This design comes from an exercise in tuning for small area, a short achievable clock period and few clock cycles on the open sky130 flow, not from production work. Function not checked in this run: the RTL went through the layout flow alone. Power and IR drop assume default switching activity.

**design/flow/run.sh**
```bash
#!/bin/bash
# synth_recipe.tcl (not shown) runs the flow's synth.tcl, then flattens the netlist and writes it again
# the make line also repeats each setting of config.mk as NAME=value (left out here)
make -C /OpenROAD-flow-scripts/flow DESIGN_CONFIG=/design/flow/config.mk WORK_HOME=/design/flow/orfs CLKGATE_MAP_FILE= SYNTH_SCRIPT=/design/flow/synth_recipe.tcl finish
```
**design/flow/design.v**
```verilog
`timescale 1ns / 1ps
`timescale 1ns / 1ps
module cpu8080(addr,      
               data_in,   
               data_out,  
               readmem,   
               writemem,  
               intr,      
               inta,      
               reset,     
               clock);    
   output [15:0] addr;
   input  [7:0] data_in;
   output [7:0] data_out;
   output readmem;
   output writemem;
   input  intr;
   output inta;
   input  reset;
   input  clock;
   wire   waitr = 1'b0;  
   reg           readmem;
   reg           writemem;
   reg    [15:0] pc;
   reg    [15:0] addr;
   reg           readio;
   reg           writeio;
   reg           inta;
   reg    [15:0] sp;
   reg    [5:0]  state;        
   reg    [2:0]  regd;         
   reg    [7:0]  datao;        
   reg           dataeno;      
   reg    [15:0] waddrhold;    
   reg    [15:0] raddrhold;    
   reg    [7:0]  wdatahold;    
   reg    [7:0]  wdatahold2;   
   reg    [7:0]  rdatahold;    
   reg    [7:0]  rdatahold2;   
   reg    [1:0]  popdes;       
   reg    [5:0]  statesel;     
   reg    [5:0]  nextstate;    
   reg           eienb;        
   reg    [7:0]  opcode;       
   reg    [7:0]  regfil[0:7];
   reg           carry;  
   reg           auxcar;  
   reg           sign;  
   reg           zero;  
   reg           parity;  
   reg           ei;  
   reg           intcyc;  
   wire   [7:0]  alures;   
   reg    [7:0]  aluopra;  
   reg    [7:0]  aluoprb;  
   reg           alucin;   
   wire          alucout;  
   wire          alupar;   
   wire          aluaxc;   
   reg    [2:0]  alusel;   
   alu alu(alures, aluopra, aluoprb, alucin, alucout, aluzout, alusout, alupar,
           aluaxc, alusel);
   always @(posedge clock)
      if (reset) begin  
      state    <= 6'h01;  
      pc       <= 0;  
      dataeno  <= 0;  
      readmem  <= 0;  
      writemem <= 0;
      readio   <= 0;
      writeio  <= 0;
      inta     <= 0;
      intcyc   <= 0;
      ei       <= 1;  
      eienb    <= 0;
   end else case (state)
      6'h01: begin  
         if (intr&&ei) begin
            intcyc <= 1;  
            inta   <= 1;  
            ei     <= 0;  
         end else begin
            intcyc  <= 0;  
            readmem <= 1;  
         end
         addr <= pc;  
         if (eienb) ei <=1;  
         eienb <=0;  
         state <= 6'h02;  
      end
      6'h02: begin  
         state <= 6'h03;  
       end
      6'h03: begin  
            begin  
            opcode <= data_in;  
            readmem <= 0;  
            inta <= 0;  
            state <= 6'h04;  
         end
      end
      6'h04: begin  
         case (opcode[7:6])  
            2'b00: begin  
               case (opcode[5:0])  
                  6'b000000: begin  
                     state <= 6'h01;  
                     pc <= pc+16'h1;  
                  end
                  6'b110111: begin  
                     carry <= 1;  
                     state <= 6'h01;  
                     pc <= pc+16'h1;  
                  end
                  6'b111111: begin  
                     carry <= ~carry;  
                     state <= 6'h01;  
                     pc <= pc+16'h1;  
                  end
                  6'b101111: begin  
                     regfil[3'b111] <= ~regfil[3'b111];  
                     state <= 6'h01;  
                     pc <= pc+16'h1;  
                  end
                  6'b100111: begin  
                     if (regfil[3'b111][3:0] > 9 || auxcar)
                        { auxcar, regfil[3'b111] } <= regfil[3'b111]+8'h06;
                     state <= 6'h22;  
                     pc <= pc+16'h1;  
                  end
                  6'b000100, 6'b001100, 6'b010100, 6'b011100, 6'b100100, 
                  6'b101100, 6'b110100, 6'b111100, 6'b000101, 6'b001101, 
                  6'b010101, 6'b011101, 6'b100101, 6'b101101, 6'b110101, 
                  6'b111101: begin  
                     regd <= opcode[5:3];  
                     aluopra <= regfil[opcode[5:3]];  
                     aluoprb <= 1;  
                     if (opcode[0]) alusel <= 3'b010;  
                     else alusel <= 3'b000;  
                     if (opcode[5:3] == 3'b110) begin
                        raddrhold <= regfil[3'b100]<<8|regfil[3'b101];
                        statesel <= 60;  
                        state <= 6'h12;  
                     end else state <= 6'h07;  
                     pc <= pc+16'h1;  
                  end
                  6'b000010, 6'b010010: begin  
                     wdatahold <= regfil[3'b111];  
                     if (opcode[4])  
                        waddrhold <= regfil[3'b010]<<8|regfil[3'b011];
                     else  
                        waddrhold <= regfil[3'b000]<<8|regfil[3'b001];
                     statesel <= 1;  
                     state <= 6'h0e;
                     pc <= pc+16'h1;  
                  end
                  6'b001010, 6'b011010: begin  
                     regd <= 3'b111;  
                     if (opcode[4])  
                        raddrhold <= regfil[3'b010]<<8|regfil[3'b011];
                     else  
                        raddrhold <= regfil[3'b000]<<8|regfil[3'b001];
                     statesel <= 2;  
                     state <= 6'h12;
                     pc <= pc+16'h1;  
                  end
                  6'b000111: begin  
                     { carry, regfil[3'b111] } <= 
                        (regfil[3'b111] << 1)+regfil[3'b111][7];
                     state <= 6'h01;  
                     pc <= pc+16'h1;  
                  end
                  6'b010111: begin  
                     { carry, regfil[3'b111] } <= (regfil[3'b111] << 1)+carry;
                     state <= 6'h01;  
                     pc <= pc+16'h1;  
                  end
                  6'b001111: begin  
                     regfil[3'b111] <= 
                        (regfil[3'b111] >> 1)+(regfil[3'b111][0] << 7);
                     carry <= regfil[3'b111][0];
                     state <= 6'h01;  
                     pc <= pc+16'h1;  
                  end
                  6'b011111: begin  
                     regfil[3'b111] <= (regfil[3'b111] >> 1)+(carry << 7);
                     carry <= regfil[3'b111][0];
                     state <= 6'h01;  
                     pc <= pc+16'h1;  
                  end
                  6'b001001: begin  
                     { carry, regfil[3'b100], regfil[3'b101] } <= 
                        (regfil[3'b100] << 8)+regfil[3'b101]+
                        (regfil[3'b000] << 8)+regfil[3'b001];
                     state <= 6'h01;  
                     pc <= pc+16'h1;  
                  end
                  6'b011001: begin  
                     { carry, regfil[3'b100], regfil[3'b101] } <= 
                        (regfil[3'b100] << 8)+regfil[3'b101]+
                        (regfil[3'b010] << 8)+regfil[3'b011];
                     state <= 6'h01;  
                     pc <= pc+16'h1;  
                  end
                  6'b101001: begin  
                     { carry, regfil[3'b100], regfil[3'b101] } <= 
                        (regfil[3'b100] << 8)+regfil[3'b101]+
                        (regfil[3'b100] << 8)+regfil[3'b101];
                     state <= 6'h01;  
                     pc <= pc+16'h1;  
                  end
                  6'b111001: begin  
                     { carry, regfil[3'b100], regfil[3'b101] } <= 
                        (regfil[3'b100] << 8)+regfil[3'b101]+sp;
                     state <= 6'h01;  
                     pc <= pc+16'h1;  
                  end
                  6'b000011: begin  
                     regfil[3'b000] <= 
                        (((regfil[3'b000] << 8)+regfil[3'b001])+16'h1)>>8;
                     regfil[3'b001] <= 
                        ((regfil[3'b000] << 8)+regfil[3'b001])+16'h1;
                     state <= 6'h01;  
                     pc <= pc+16'h1;  
                  end
                  6'b010011: begin  
                     regfil[3'b010] <= 
                        (((regfil[3'b010] << 8)+regfil[3'b011])+16'h1)>>8;
                     regfil[3'b011] <= 
                        ((regfil[3'b010] << 8)+regfil[3'b011])+16'h1;
                     state <= 6'h01;  
                     pc <= pc+16'h1;  
                  end
                  6'b100011: begin  
                     regfil[3'b100] <= 
                        (((regfil[3'b100] << 8)+regfil[3'b101])+16'h1)>>8;
                     regfil[3'b101] <= 
                        ((regfil[3'b100] << 8)+regfil[3'b101])+16'h1;
                     state <= 6'h01;  
                     pc <= pc+16'h1;  
                  end
                  6'b110011: begin  
                     sp <= sp + 16'b1;
                     state <= 6'h01;  
                     pc <= pc+16'h1;  
                  end
                  6'b001011: begin  
                     regfil[3'b000] <= 
                        (((regfil[3'b000] << 8)+regfil[3'b001])-16'h1)>>8;
                     regfil[3'b001] <= 
                        ((regfil[3'b000] << 8)+regfil[3'b001])-16'h1;
                     state <= 6'h01;  
                     pc <= pc+16'h1;  
                  end
                  6'b011011: begin  
                     regfil[3'b010] <= 
                        (((regfil[3'b010] << 8)+regfil[3'b011])-16'h1)>>8;
                     regfil[3'b011] <= 
                        ((regfil[3'b010] << 8)+regfil[3'b011])-16'h1;
                     state <= 6'h01;  
                     pc <= pc+16'h1;  
                  end
                  6'b101011: begin  
                     regfil[3'b100] <= 
                        (((regfil[3'b100] << 8)+regfil[3'b101])-16'h1)>>8;
                     regfil[3'b101] <= 
                        ((regfil[3'b100] << 8)+regfil[3'b101])-16'h1;
                     state <= 6'h01;  
                     pc <= pc+1'h1;  
                  end
                  6'b111011: begin  
                     sp <= sp-16'b1;
                     state <= 6'h01;  
                     pc <= pc+16'h1;  
                  end
                  6'b000001: begin  
                     raddrhold <= pc+16'h1;  
                     statesel <= 4;  
                     state <= 6'h12;
                     pc <= pc+16'h3;  
                  end
                  6'b010001: begin  
                     raddrhold <= pc+16'h1;  
                     statesel <= 6;  
                     state <= 6'h12;
                     pc <= pc+16'h3;  
                  end
                  6'b100001: begin  
                     raddrhold <= pc+16'h1;  
                     statesel <= 8;  
                     state <= 6'h12;
                     pc <= pc+16'h3;  
                  end
                  6'b110001: begin  
                     raddrhold <= pc+16'h1;  
                     statesel <= 10;  
                     state <= 6'h12;
                     pc <= pc+16'h3;  
                  end
                  6'b000110, 6'b001110, 6'b010110, 6'b011110, 6'b100110, 
                  6'b101110, 6'b110110, 6'b111110: begin  
                     regd <= opcode[5:3];  
                     raddrhold <= pc+16'h1;  
                     if (opcode[5:3] == 3'b110) begin  
                        regd <= opcode[5:3];  
                        waddrhold <= { regfil[3'b100], regfil[3'b101] };
                        statesel <= 12;  
                     end else 
                        statesel <= 15;  
                     state <= 6'h12;
                     pc <= pc+16'h2;  
                  end
                  6'b110010: begin  
                     wdatahold <= regfil[3'b111];  
                     raddrhold <= pc+16'h1;  
                     statesel <= 17;  
                     state <= 6'h12;
                     pc <= pc + 16'h3;  
                  end
                  6'b111010: begin  
                     raddrhold <= pc+16'h1;  
                     regd <= 3'b111;  
                     statesel <= 21;  
                     state <= 6'h12;
                     pc <= pc+16'h3;  
                  end
                  6'b100010: begin  
                     wdatahold <= regfil[3'b101];  
                     wdatahold2 <= regfil[3'b100];
                     raddrhold <= pc+16'h1;  
                     statesel <= 26;  
                     state <= 6'h12;
                     pc <= pc+16'h3;  
                  end
                  6'b101010: begin  
                     raddrhold <= pc+16'h1;  
                     statesel <= 31;  
                     state <= 6'h12;
                     pc <= pc+16'h3;  
                  end
                  6'b001000, 6'b010000, 6'b011000, 6'b100000, 6'b101000, 
                  6'b110000, 6'b111000: begin 
                     state <= 6'h01;  
                     pc <= pc+16'h1;  
                  end
               endcase
            end
            2'b01: begin  
               if (opcode == 8'b01110110) state <= 6'h05;
               else begin
                  if (opcode[2:0] == 3'b110) begin
                     raddrhold <= regfil[3'b100]<<8|regfil[3'b101];
                     regd <= opcode[5:3];  
                     statesel <= 2;  
                     state <= 6'h12;
                  end else if (opcode[5:3] == 3'b110) begin
                     waddrhold <= regfil[3'b100]<<8|regfil[3'b101];
                     wdatahold <= regfil[opcode[2:0]];  
                     statesel <= 1;  
                     state <= 6'h0e;
                  end else begin
                     regfil[opcode[5:3]] <= regfil[opcode[2:0]];
                     state <= 6'h01;  
                  end
               end
               pc <= pc+16'h1;  
            end
            2'b10: begin  
               aluopra <= regfil[3'b111];  
               aluoprb <= regfil[opcode[2:0]];  
               alusel <= opcode[5:3];  
               alucin <= carry;  
               if (opcode[2:0] == 3'b110) begin
                  raddrhold <= regfil[3'b100]<<8|regfil[3'b101];
                  statesel <= 58;  
                  state <= 6'h12;  
               end else
                  state <= 6'h06;  
               pc <= pc+16'h1;  
            end
            2'b11: begin  
               case (opcode[5:0])  
                  6'b000101, 6'b010101, 6'b100101, 6'b110101: begin  
                     waddrhold <= sp-16'h2;  
                     sp <= sp-16'h2;  
                     case (opcode[5:4])  
                        2'b00: { wdatahold2, wdatahold } <= 
                                  { regfil[3'b000], regfil[3'b001] };
                        2'b01: { wdatahold2, wdatahold } <= 
                                  { regfil[3'b010], regfil[3'b011] };
                        2'b10: { wdatahold2, wdatahold } <= 
                                  { regfil[3'b100], regfil[3'b101] };
                        2'b11: { wdatahold2, wdatahold } <= 
                                  { regfil[3'b111], sign, zero, 1'b0, auxcar, 
                                    1'b0, parity, 1'b1, carry };
                     endcase
                     statesel <= 37;  
                     state <= 6'h0e;
                     pc <= pc+16'h1;  
                  end
                  6'b000001, 6'b010001, 6'b100001, 6'b110001: begin  
                     popdes <= opcode[5:4];  
                     raddrhold <= sp;  
                     sp <= sp+16'h2;  
                     statesel <= 39;  
                     state <= 6'h12;
                     pc <= pc+16'h1;  
                  end
                  6'b101011: begin  
                     regfil[3'b010] <= regfil[3'b100];
                     regfil[3'b011] <= regfil[3'b101];
                     regfil[3'b100] <= regfil[3'b010];
                     regfil[3'b101] <= regfil[3'b011];
                     state <= 6'h01;  
                     pc <= pc+16'h1;  
                  end
                  6'b100011: begin  
                     raddrhold <= sp;  
                     waddrhold <= sp;  
                     wdatahold <= regfil[3'b101];  
                     wdatahold2 <= regfil[3'b100];
                     statesel <= 41;  
                     state <= 6'h12;
                     pc <= pc+16'h1;  
                  end
                  6'b111001: begin  
                     sp <= { regfil[3'b100], regfil[3'b101] };
                     state <= 6'h01;  
                     pc <= pc+16'h1;  
                  end
                  6'b000110, 6'b001110, 6'b010110, 6'b011110, 6'b100110, 
                  6'b101110, 6'b110110, 
                  6'b111110: begin  
                     aluopra <= regfil[3'b111];  
                     alusel <= opcode[5:3];  
                     alucin <= carry;  
                     raddrhold <= pc+16'h1;  
                     statesel <= 45;  
                     state <= 6'h12;
                     pc <= pc+16'h2;  
                  end
                  6'b101001: begin  
                     state <= 6'h01;  
                     pc <= { regfil[3'b100], regfil[3'b101] };
                  end
                  6'b000011: begin  
                     raddrhold <= pc+16'h1;  
                     statesel <= 46;  
                     state <= 6'h12;
                  end
                  6'b000010, 6'b001010, 6'b010010, 6'b011010, 6'b100010, 
                  6'b101010, 6'b110010, 6'b111010: begin  
                     raddrhold <= pc+16'h1;  
                     statesel <= 46;  
                     case (opcode[5:3])  
                        3'b000: if (zero) state <= 6'h01;
                                else state <= 6'h12;
                        3'b001: if (!zero) state <= 6'h01;
                                else state <= 6'h12;
                        3'b010: if (carry) state <= 6'h01;
                                else state <= 6'h12;
                        3'b011: if (!carry) state <= 6'h01;
                                else state <= 6'h12;
                        3'b100: if (parity) state <= 6'h01;
                                else state <= 6'h12;
                        3'b101: if (!parity) state <= 6'h01;
                                else state <= 6'h12;
                        3'b110: if (sign) state <= 6'h01;
                                else state <= 6'h12;
                        3'b111: if (!sign) state <= 6'h01;
                                else state <= 6'h12;
                     endcase
                     pc <= pc+16'h3;  
                  end
                  6'b001101: begin  
                     raddrhold <= pc+16'h1;  
                     waddrhold <= sp-16'h2;  
                     if (intcyc) { wdatahold2, wdatahold } <= pc;
                     else { wdatahold2, wdatahold } <= pc+16'h3;
                     statesel <= 48;  
                     state <= 6'h12;
                  end
                  6'b000100, 6'b001100, 6'b010100, 6'b011100, 6'b100100, 
                  6'b101100, 6'b110100, 6'b111100: begin  
                     raddrhold <= pc+16'h1;  
                     waddrhold <= sp-16'h2;  
                     { wdatahold2, wdatahold } <= pc + 16'h3;
                     statesel <= 48;  
                     case (opcode[5:3])  
                        3'b000: if (zero) state <= 6'h01; 
                                else state <= 6'h12;
                        3'b001: if (!zero) state <= 6'h01;
                                else state <= 6'h12;
                        3'b010: if (carry) state <= 6'h01;
                                else state <= 6'h12;
                        3'b011: if (!carry) state <= 6'h01;
                                else state <= 6'h12;
                        3'b100: if (parity) state <= 6'h01;
                                else state <= 6'h12;
                        3'b101: if (!parity) state <= 6'h01;
                                else state <= 6'h12;
                        3'b110: if (sign) state <= 6'h01;
                                else state <= 6'h12;
                        3'b111: if (!sign) state <= 6'h01;
                                else state <= 6'h12;
                     endcase
                     pc <= pc+16'h3;  
                  end
                  6'b001001: begin  
                     raddrhold <= sp;  
                     statesel <= 56;  
                     state <= 6'h12;
                  end
                  6'b000000, 6'b001000, 6'b010000, 6'b011000, 6'b100000, 
                  6'b101000, 6'b110000, 6'b111000: begin  
                     raddrhold <= sp;  
                     statesel <= 56;  
                     case (opcode[5:3])  
                        3'b000: if (zero) state <= 6'h01; 
                                else state <= 6'h12;
                        3'b001: if (!zero) state <= 6'h01;
                                else state <= 6'h12;
                        3'b010: if (carry) state <= 6'h01;
                                else state <= 6'h12;
                        3'b011: if (!carry) state <= 6'h01;
                                else state <= 6'h12;
                        3'b100: if (parity) state <= 6'h01;
                                else state <= 6'h12;
                        3'b101: if (!parity) state <= 6'h01;
                                else state <= 6'h12;
                        3'b110: if (sign) state <= 6'h01;
                                else state <= 6'h12;
                        3'b111: if (!sign) state <= 6'h01;
                                else state <= 6'h12;
                     endcase
                     pc <= pc+16'h1;  
                  end
                  6'b000111, 6'b001111, 6'b010111, 6'b011111, 6'b100111, 
                  6'b101111, 6'b110111, 6'b111111: begin  
                     pc <= opcode & 8'b00111000;  
                     waddrhold <= sp-16'h2;  
                     if (intcyc) { wdatahold2, wdatahold } <= pc;
                     else { wdatahold2, wdatahold } <= pc+16'h3;
                     { wdatahold2, wdatahold } <= pc+16'h1;  
                     sp <= sp-16'h2;  
                     statesel <= 37;  
                     state <= 6'h0e;  
                  end
                  6'b111011: begin  
                     eienb <= 1'b1;  
                     state <= 6'h01;  
                     pc <= pc+16'h1;  
                  end
                  6'b110011: begin  
                     ei <= 1'b0;
                     state <= 6'h01;  
                     pc <= pc+16'h1;  
                  end
                  6'b011011: begin  
                     state <= 6'h01;  
                     pc <= pc+16'h1;  
                  end
                  6'b010011: begin  
                     state <= 6'h01;  
                     pc <= pc+16'h1;  
                  end
                  6'b001011, 6'b011001, 6'b011101, 6'b101101, 
                  6'b111101: begin
                     state <= 6'h01;  
                     pc <= pc+16'h1;  
                  end
               endcase
            end
         endcase
      end
      6'h0e: begin
         addr <= waddrhold;  
         waddrhold <= waddrhold + 1'b1;  
         datao <= wdatahold;  
         wdatahold <= wdatahold2;  
         dataeno <= 1;  
         state <= 6'h0f;  
      end
      6'h0f: begin  
         writemem <= 1;  
         state <= 6'h10;  
      end
      6'h10: begin  
            begin  
            writemem <= 0;  
            state <= 6'h11;  
         end
      end
      6'h11: begin  
         dataeno <= 0;  
         state <= nextstate;  
         statesel <= statesel+6'b1;  
      end
      6'h12: begin
         addr <= raddrhold;  
         raddrhold <= raddrhold + 16'h1;  
         if (intcyc) inta <= 1;  
         else readmem <= 1;  
         state <= 6'h13;  
      end
      6'h13: begin  
         state <= 6'h14;  
      end
      6'h14: begin  
            begin  
            rdatahold2 <= rdatahold;  
            rdatahold <= data_in;  
            readmem <= 0;  
            inta <= 0;  
            state <= nextstate;  
            statesel <= statesel+6'b1;  
         end
      end
      6'h15: begin  
         case (popdes)  
            2'b00: { regfil[3'b000], regfil[3'b001] } <= 
                      { rdatahold, rdatahold2 };
            2'b01: { regfil[3'b010], regfil[3'b011] } <= 
                      { rdatahold, rdatahold2 };
            2'b10: { regfil[3'b100], regfil[3'b101] } <= 
                      { rdatahold, rdatahold2 };
            2'b11: begin
               regfil[3'b111] <= rdatahold;
               sign   <= ((rdatahold2 >> 7)& 1'b1) ? 1'b1:1'b0;
               zero   <= ((rdatahold2 >> 6)& 1'b1) ? 1'b1:1'b0;
               auxcar <= ((rdatahold2 >> 4)& 1'b1) ? 1'b1:1'b0;
               parity <= ((rdatahold2 >> 2)& 1'b1) ? 1'b1:1'b0;
               carry  <= ((rdatahold2 >> 0)& 1'b1) ? 1'b1:1'b0;
            end
         endcase
         state <= 6'h01;  
      end
      6'h0d: begin  
         state <= 6'h01;  
         pc <= { rdatahold, rdatahold2 };
      end
      6'h23: begin  
         sp <= sp-16'h2;  
         state <= 6'h01;  
         pc <= { rdatahold, rdatahold2 };
      end
      6'h24: begin  
         sp <= sp+16'h2;  
         state <= 6'h01;  
         pc <= { rdatahold, rdatahold2 };
      end
      6'h05: begin  
         if (intr&&ei) state <= 6'h01;  
         else state <= 6'h05;
      end
      6'h1d: begin  
         regfil[regd] <= rdatahold;  
         state <= nextstate;  
         statesel <= statesel+6'b1;  
      end
      6'h25: begin  
         aluopra <= rdatahold;  
         state <= nextstate;  
         statesel <= statesel+6'b1;  
      end
      6'h26: begin  
         aluoprb <= rdatahold;  
         state <= nextstate;  
         statesel <= statesel+6'b1;  
      end
      6'h06: begin  
         regfil[3'b111] <= alures;  
         carry <= alucout;  
         sign <= alusout;  
         zero <= aluzout;  
         parity <= alupar;  
         auxcar <= aluaxc;  
         state <= 6'h01;  
      end
      6'h07: begin  
         regfil[regd] <= alures;  
         sign <= alures[7];  
         zero <= aluzout;  
         parity <= alupar;  
         auxcar <= aluaxc;  
         state <= 6'h01;  
      end
      6'h27: begin  
         waddrhold <= regfil[3'b100]<<8|regfil[3'b101];  
         wdatahold <= alures;  
         sign <= alures[7];  
         zero <= aluzout;  
         parity <= alupar;  
         auxcar <= aluaxc;  
         state <= nextstate;  
         statesel <= statesel+6'b1;  
      end
      6'h08: begin  
         regfil[3'b000] <= rdatahold;  
         regfil[3'b001] <= rdatahold2;  
         state <= 6'h01;  
      end
      6'h09: begin  
         regfil[3'b010] <= rdatahold;  
         regfil[3'b011] <= rdatahold2;  
         state <= 6'h01;  
      end
      6'h0a: begin  
         regfil[3'b100] <= rdatahold;  
         regfil[3'b101] <= rdatahold2;  
         state <= 6'h01;  
      end
      6'h0b: begin  
         sp <= { rdatahold, rdatahold2 };  
         state <= 6'h01;  
      end
      6'h1e: begin  
         wdatahold <= rdatahold;  
         state <= nextstate;  
         statesel <= statesel+6'b1;  
      end
      6'h1f: begin  
         waddrhold <= { rdatahold, rdatahold2 };
         state <= nextstate;  
         statesel <= statesel+6'b1;  
      end
      6'h20: begin  
         raddrhold <= { rdatahold, rdatahold2 };
         state <= nextstate;  
         statesel <= statesel+6'b1;  
      end
      6'h0c: begin  
         regfil[3'b101] <= rdatahold2;  
         regfil[3'b100] <= rdatahold;  
         state <= nextstate;  
         statesel <= statesel+6'b1;  
      end
      6'h21: begin
         aluoprb <= rdatahold;  
         state <= 6'h06;  
      end
      6'h22: begin
         if (regfil[3'b111][7:4] > 9 || carry)
            { carry, regfil[3'b111] } <= regfil[3'b111]+8'h60;
         state <= 6'h01;  
      end
      default: state <= 6'h01;
   endcase
   assign data_out = datao;
   always @(statesel) case (statesel)
       1: nextstate = 6'h01;  
       2: nextstate = 6'h1d;  
       3: nextstate = 6'h01;  
       4: nextstate = 6'h12;  
       5: nextstate = 6'h08;  
       6: nextstate = 6'h12;  
       7: nextstate = 6'h09;  
       8: nextstate = 6'h12;  
       9: nextstate = 6'h0a;  
      10: nextstate = 6'h12;  
      11: nextstate = 6'h0b;  
      12: nextstate = 6'h1e;  
      13: nextstate = 6'h0e;  
      14: nextstate = 6'h01;  
      15: nextstate = 6'h1d;  
      16: nextstate = 6'h01;  
      17: nextstate = 6'h12;  
      18: nextstate = 6'h1f;  
      19: nextstate = 6'h0e;  
      20: nextstate = 6'h01;  
      21: nextstate = 6'h12;  
      22: nextstate = 6'h20;  
      23: nextstate = 6'h12;  
      24: nextstate = 6'h1d;  
      25: nextstate = 6'h01;  
      26: nextstate = 6'h12;  
      27: nextstate = 6'h1f;  
      28: nextstate = 6'h0e;  
      29: nextstate = 6'h0e;  
      30: nextstate = 6'h01;  
      31: nextstate = 6'h12;  
      32: nextstate = 6'h20;  
      33: nextstate = 6'h12;  
      34: nextstate = 6'h12;  
      35: nextstate = 6'h0c;  
      36: nextstate = 6'h01;  
      37: nextstate = 6'h0e;  
      38: nextstate = 6'h01;  
      39: nextstate = 6'h12;  
      40: nextstate = 6'h15;  
      41: nextstate = 6'h12;  
      42: nextstate = 6'h0e;  
      43: nextstate = 6'h0e;  
      44: nextstate = 6'h0a;  
      45: nextstate = 6'h21;  
      46: nextstate = 6'h12;  
      47: nextstate = 6'h0d;  
      48: nextstate = 6'h12;  
      49: nextstate = 6'h0e;  
      50: nextstate = 6'h0e;  
      51: nextstate = 6'h23;  
      52: nextstate = 6'h16;  
      53: nextstate = 6'h19;  
      54: nextstate = 6'h0e;  
      55: nextstate = 6'h0d;  
      56: nextstate = 6'h12;  
      57: nextstate = 6'h24;  
      58: nextstate = 6'h26;  
      59: nextstate = 6'h06;  
      60: nextstate = 6'h25;  
      61: nextstate = 6'h27;  
      62: nextstate = 6'h0e;  
      63: nextstate = 6'h01;  
      default nextstate = 6'h01;  
   endcase
endmodule
module alu(res, opra, oprb, cin, cout, zout, sout, parity, auxcar, sel);
   input  [7:0] opra;    
   input  [7:0] oprb;    
   input        cin;     
   output       cout;    
   output       zout;    
   output       sout;    
   output       parity;  
   output       auxcar;  
   input  [2:0] sel;     
   output [7:0] res;     
   reg       cout;    
   reg       zout;    
   reg       sout;    
   reg       parity;  
   reg       auxcar;  
   reg [7:0] resi;    
   reg [7:0] res;     
   always @(opra, oprb, cin, sel, res, resi) begin
      case (sel)
         3'b000: begin  
            { cout, resi } = opra+oprb;  
            auxcar = (((opra[3:0]+oprb[3:0]) >> 4) & 8'b1) ? 1'b1 : 1'b0;
         end
         3'b001: begin  
            { cout, resi } = opra+oprb+cin;  
            auxcar = (((opra[3:0]+oprb[3:0]+cin) >> 4) & 8'b1) ? 1'b1 : 1'b0;
         end
         3'b010, 3'b111: begin  
            { cout, resi } = opra-oprb;  
            auxcar = (((opra[3:0]-oprb[3:0]) >> 4) & 8'b1) ? 1'b1 : 1'b0;
         end
         3'b011: begin  
            { cout, resi } = opra-oprb-cin;  
            auxcar = (((opra[3:0]-oprb[3:0]-cin >> 4)) & 8'b1) ? 1'b1 : 1'b0;
         end
         3'b100: begin  
            { cout, resi } = {1'b0, opra&oprb};  
            auxcar = 1'b0;  
          end
         3'b101: begin  
            { cout, resi } = {1'b0, opra^oprb};  
            auxcar = 1'b0;  
         end
         3'b110:  begin  
            { cout, resi } = {1'b0, opra|oprb};  
            auxcar = 1'b0;  
         end
      endcase
      if (sel != 3'b111) res = resi; else res = opra;
      zout <= ~|resi;  
      sout <= resi[7];  
      parity <= ~^resi;  
   end
endmodule
```
**design/flow/constraint.sdc**
```tcl
create_clock -name core_clock -period 7.0 [get_ports {clock}]
set_input_delay 1.4000 -clock core_clock [delete_from_list [all_inputs] [get_ports {clock}]]
set_output_delay 1.4000 -clock core_clock [all_outputs]
set_load 0.01 [all_outputs]
```
**design/flow/config.mk**
```make
export PLATFORM = sky130hd
export DESIGN_NAME = cpu8080
export DESIGN_NICKNAME = cpu8080
export VERILOG_FILES = /design/flow/design.v
export SDC_FILE = /design/flow/constraint.sdc
export NUM_CORES = 4
export LEC_CHECK = 0
export CAP_MARGIN = 20
export CORE_MARGIN = 2
export CORE_UTILIZATION = 40
export PLACE_DENSITY = 0.6
export SLEW_MARGIN = 20
```
==> reports/metrics.yaml <==
timing:
  worstMarginPinSlew_ns: 1.22
  max_freq_mhz: 200
  fin_skew_ns: 0.0478
  rsz0062_at_grt: "no"
  setup_ws_ns: 2.00
  period_share: 0.714
  finalHoldViolCount: 0
  finalSetupViolCount: 0
  slew_violations: 0
  max-slew-margin-rel: 0.189
  whs_ns: 0.417
  fin_crit_ns: 5.00
  fin_setup_tns_ns: 0
power:
  p_sw_frac: 0.384
  p_switching_w: 0.00212
  ir_worst_vdd_v: 0.000153
  p_seq_frac: 0.350
  p_int_w: 0.00341
  combPwrFrac: 0.317
  clock_power_share: 0.333
  p_leak_nw: 11.0
  power.density_nw_per_um2: 176
hold_path:
  hp-class: "flop to flop"
  holdPathEnd: "datao[2]"
  hold_path_depth: 0
  hp-start: "wdatahold[2]"
worst_setup_path:
  critPathMaxStageDelay_ns: 0.87
  worstSetupPathType: "flop to flop"
  slowest_stage: "nor2_1"
  cp-start-kind: "flop"
  end_kind: "flop"
  timing.rr.start: "opcode[2]"
  rr_worst_depth: 8
  path_max_fanout: 49
  rr_endpoint: "raddrhold[13]"
  r2r_setup_slack_ns: 2.00
  required_ns: 7.20
  crit_arrival_ns: 5.20
  path_cells: "buf_4, nor2_1, nand2_1, o21a_1, nand2_1, nor2_1, nand4_1, o2111a_1"
cts:
  cts_max_level: 2
  clkLatencyLatePin_ns: 0.59
  cts-resized-gates: 0
  post-cts-setup-buffers: 0
  clk_pin_slew_ns: 0.06
  cts_max_path_buffers: 3
  cts.hold.buffers_added: 0
  cts.sinks: 252
  numCtsBuffers: 35
  tritoncts: "built"
  cts_root_buf: "clkbuf_16"
synthesis:
  synth_area_um2: 29300
  avgSynthCellArea_um2: 7.98
  async_reset_ff_frac: 0
  synth_seq_cells: 252
  synth_edf_count: 212
  synth_cells: 3677
  yosysWarnings: 4
  ys_top_cells_by_area: "edfxtp_1 22%, ha_1 5.2%, nand2_1 4.7%, a21oi_1 4.6%, o21ai_0 4.5%"
  syn-num-nets: 3815
  ys_types: 114
  synth_top_area_cell: "edfxtp_1"
  synth_ff_type: "edfxtp_1"
  ys_seq_area_frac: 0.244
  synth.top_cell.area_share: 0.217
placement:
  pre_cts_ws_ns: 2.06
  dp_hpwl_mm: 100
  gp_congestion: 1.03
  io_buffers: 37
  place_area_um2: 30300
floorplanning:
  die_w_um: 275
  num_rows: 99
  start_util: 0.403
  ios: 38
  die_h_um: 275
  coreArea_um2: 72700
  dieArea_um2: 75500
grt:
  grt_pass1_vias: 28700
  grt_pass1_wl_mm: 202
  gr-total-overflow: 0
  grt_max_degree: 79
  antenna_found_initial: 3
  grt.total_usage: 0.363
finish:
  drive_above_1_share: 0.0980
  area_delta_synth_final_pct: 7.37
  fillCellCount: 7360
  multi_input_area_um2: 20300
  fin_area_um2: 31500
  utilization: 0.433
  finalNetCount: 3662
  seq_area_um2: 7170
routing:
  drt-total-wl_mm: 140
  wire_per_inst_um: 31.1
  drt-vias-per-instance: 7.02
  via_count: 31600
  first_pass_iters: 7
  drtAntennaViolNets: 0
  drt_iter0_markers: 5513
  drcViolationCount: 0
flow_run:
  max_cap_violations: 0
status:
  status: "timing/DRC/antenna clean"
power by group through the flow:
| stage | logic [W] | registers, W | clock network, W |
|---|---|---|---|
| final | 0.00175 | 0.00193 | 0.00185 |
| after CTS | 0.00168 | 0.00193 | 0.00185 |
| after detailed placement | 0.00167 | 0.00196 | 0 |
| after global placement | 0.00168 | 0.00195 | 0 |
| after floorplan | 0.00118 | 0.00182 | 0 |
| after global routing | 0.00183 | 0.00194 | 0.00190 |
state kept, by name, summed over array words and instances (netlist names), 16 cells and up, named ones only:
| name | cells |
|---|---|
| sp | 16 |
| pc | 16 |
| waddrhold | 16 |
| regfil | 64 |
| raddrhold | 16 |
| addr | 16 |
layout make-up:
| class | count | share of cell area |
|---|---|---|
| clock buffers | 48 | 0.0323 |
| inverters | 120 | 0.0143 |
| repair buffers | 146 | 0.0376 |
| flip-flops and latches | 252 | 0.228 |
| well taps | 959 | 0.0381 |
| clock inverters | 15 | 0.00389 |
| multi-input cells | 2969 | 0.646 |
| diodes | 1 | 0.0000795 |
worst max-delay path by stage:
| stage | to | from |
|---|---|---|
| 2_1_floorplan | sp[13] | opcode[3] |
| 5_1_grt | nextstate[2] | opcode[7] |
| 3_3_place_gp | regfil[5][4] | reset |
| 3_5_place_dp | regfil[5][2] | reset |
| 4_1_cts | nextstate[2] | opcode[7] |
| 6_report | raddrhold[13] | opcode[2] |
metal layers:
metal | GRT usage | up-vias | part of all wire
li1 | - | 13700 | -
met1 | 0.489 | 15200 | 0.39
met2 | 0.506 | 2306 | 0.40
met3 | 0.0933 | 455 | 0.14
met4 | 0.247 | 4 | 0.082
met5 | 0 | - | 0.00015
cells in the mapped netlist (14+ instances only):
| cell | n |
|---|---|
| and2_1 | 22 |
| nor3_1 | 101 |
| o31ai_1 | 16 |
| buf_2 | 54 |
| a221oi_1 | 98 |
| nand2_1 | 367 |
| nand3_1 | 108 |
| a31oi_1 | 45 |
| mux2i_1 | 68 |
| o211ai_1 | 67 |
| nor2b_1 | 30 |
| o22ai_1 | 35 |
| nand4_1 | 25 |
| o21a_1 | 26 |
| o221ai_1 | 42 |
| a22oi_1 | 54 |
| dfxtp_1 | 40 |
| a221o_1 | 44 |
| a211oi_1 | 69 |
| buf_1 | 26 |
| or3_1 | 22 |
| mux2_2 | 35 |
| edfxtp_1 | 212 |
| a21oi_1 | 269 |
| a222oi_1 | 26 |
| a21o_1 | 27 |
| nand2b_1 | 33 |
| mux4_2 | 45 |
| o21ai_1 | 16 |
| o21ai_0 | 265 |
| inv_1 | 116 |
| and3_1 | 32 |
| o2111ai_1 | 14 |
| ha_1 | 121 |
| or2_2 | 24 |
| xnor2_1 | 144 |
| clkbuf_1 | 233 |
| nor2_1 | 309 |
| nor4_1 | 26 |
| xor2_1 | 72 |
kinds of logic after synthesis:
group | after synthesis | synth area share
flops | 252 | 0.244
xor+xnor | 216 | 0.0645
fa+ha+maj | 127 | 0.0557
compound gates | 1299 | 0.307
mux | 149 | 0.0717
buf+inv | 456 | 0.0648
simple gates | 1178 | 0.192
cell usage in the layout (no fill, tap or decap), types with 16 or more instances in the layout:
master	n
inv_1	116
a31oi_1	45
nand4_1	25
a221oi_1	98
nand3_1	108
o21ai_0	261
a221o_1	44
a21o_1	27
ha_1	118
buf_4	109
nand2_1	367
o21a_1	26
nor3_1	96
dfxtp_1	40
and3_1	32
and2_1	22
xnor2_1	144
clkbuf_16	38
a222oi_1	26
mux4_2	45
a211oi_1	69
or2_2	24
nor2b_1	30
o221ai_1	42
edfxtp_1	212
a22oi_1	54
o21ai_1	19
mux2i_1	68
o31ai_1	16
o211ai_1	67
o22ai_1	35
clkdlybuf4s50_1	36
nand2b_1	33
a21oi_1	267
nor4_1	26
mux2_2	35
xor2_1	72
or3_1	22
nor2_1	306
critical path: cells and delay by family (launching register included):
| kind | cells | cell delay (ns) |
|---|---|---|
| compound gates | 2 | 1.30 |
| buf+inv | 1 | 0.30 |
| simple gates | 5 | 2.66 |
| flops | 1 | 0.35 |
through the flow:
stage                     cells  total power [W]
after floorplan            3677          0.00300
after global placement     4445          0.00363
after detailed placement   4445          0.00363
after CTS                  4508          0.00546
after global routing       4509          0.00567
final                      4510          0.00553

port drivers added, routing unchanged:
The results above use ideal ports. As a check the final layout listed here was re-extracted and re-timed, cells and wires unchanged.
Step 1: set_driving_cell puts a clkbuf_16 on clock and a buf_2 on each other input, an assumption about the parent block.
Step 2 moves the port delays by t, midway between the first and last clock arrival at a register: inputs arrive t later, outputs are due t later. That takes back most of the time a late clock gives input paths.
Slacks: ideal / step 1 / step 2; pairs: ideal / step 1.
t, ns: 0.633
setup WS [ns]: 2.001 / 2.001 / 1.867
clock arrival spread, ns: 0.048 / 0.048
worst data-port slew with drivers (ns): 0.04
After both steps setup and hold are still met in this run. The setup slack of this run moves by 0.000 ns with the drivers and by -0.134 ns with both steps.
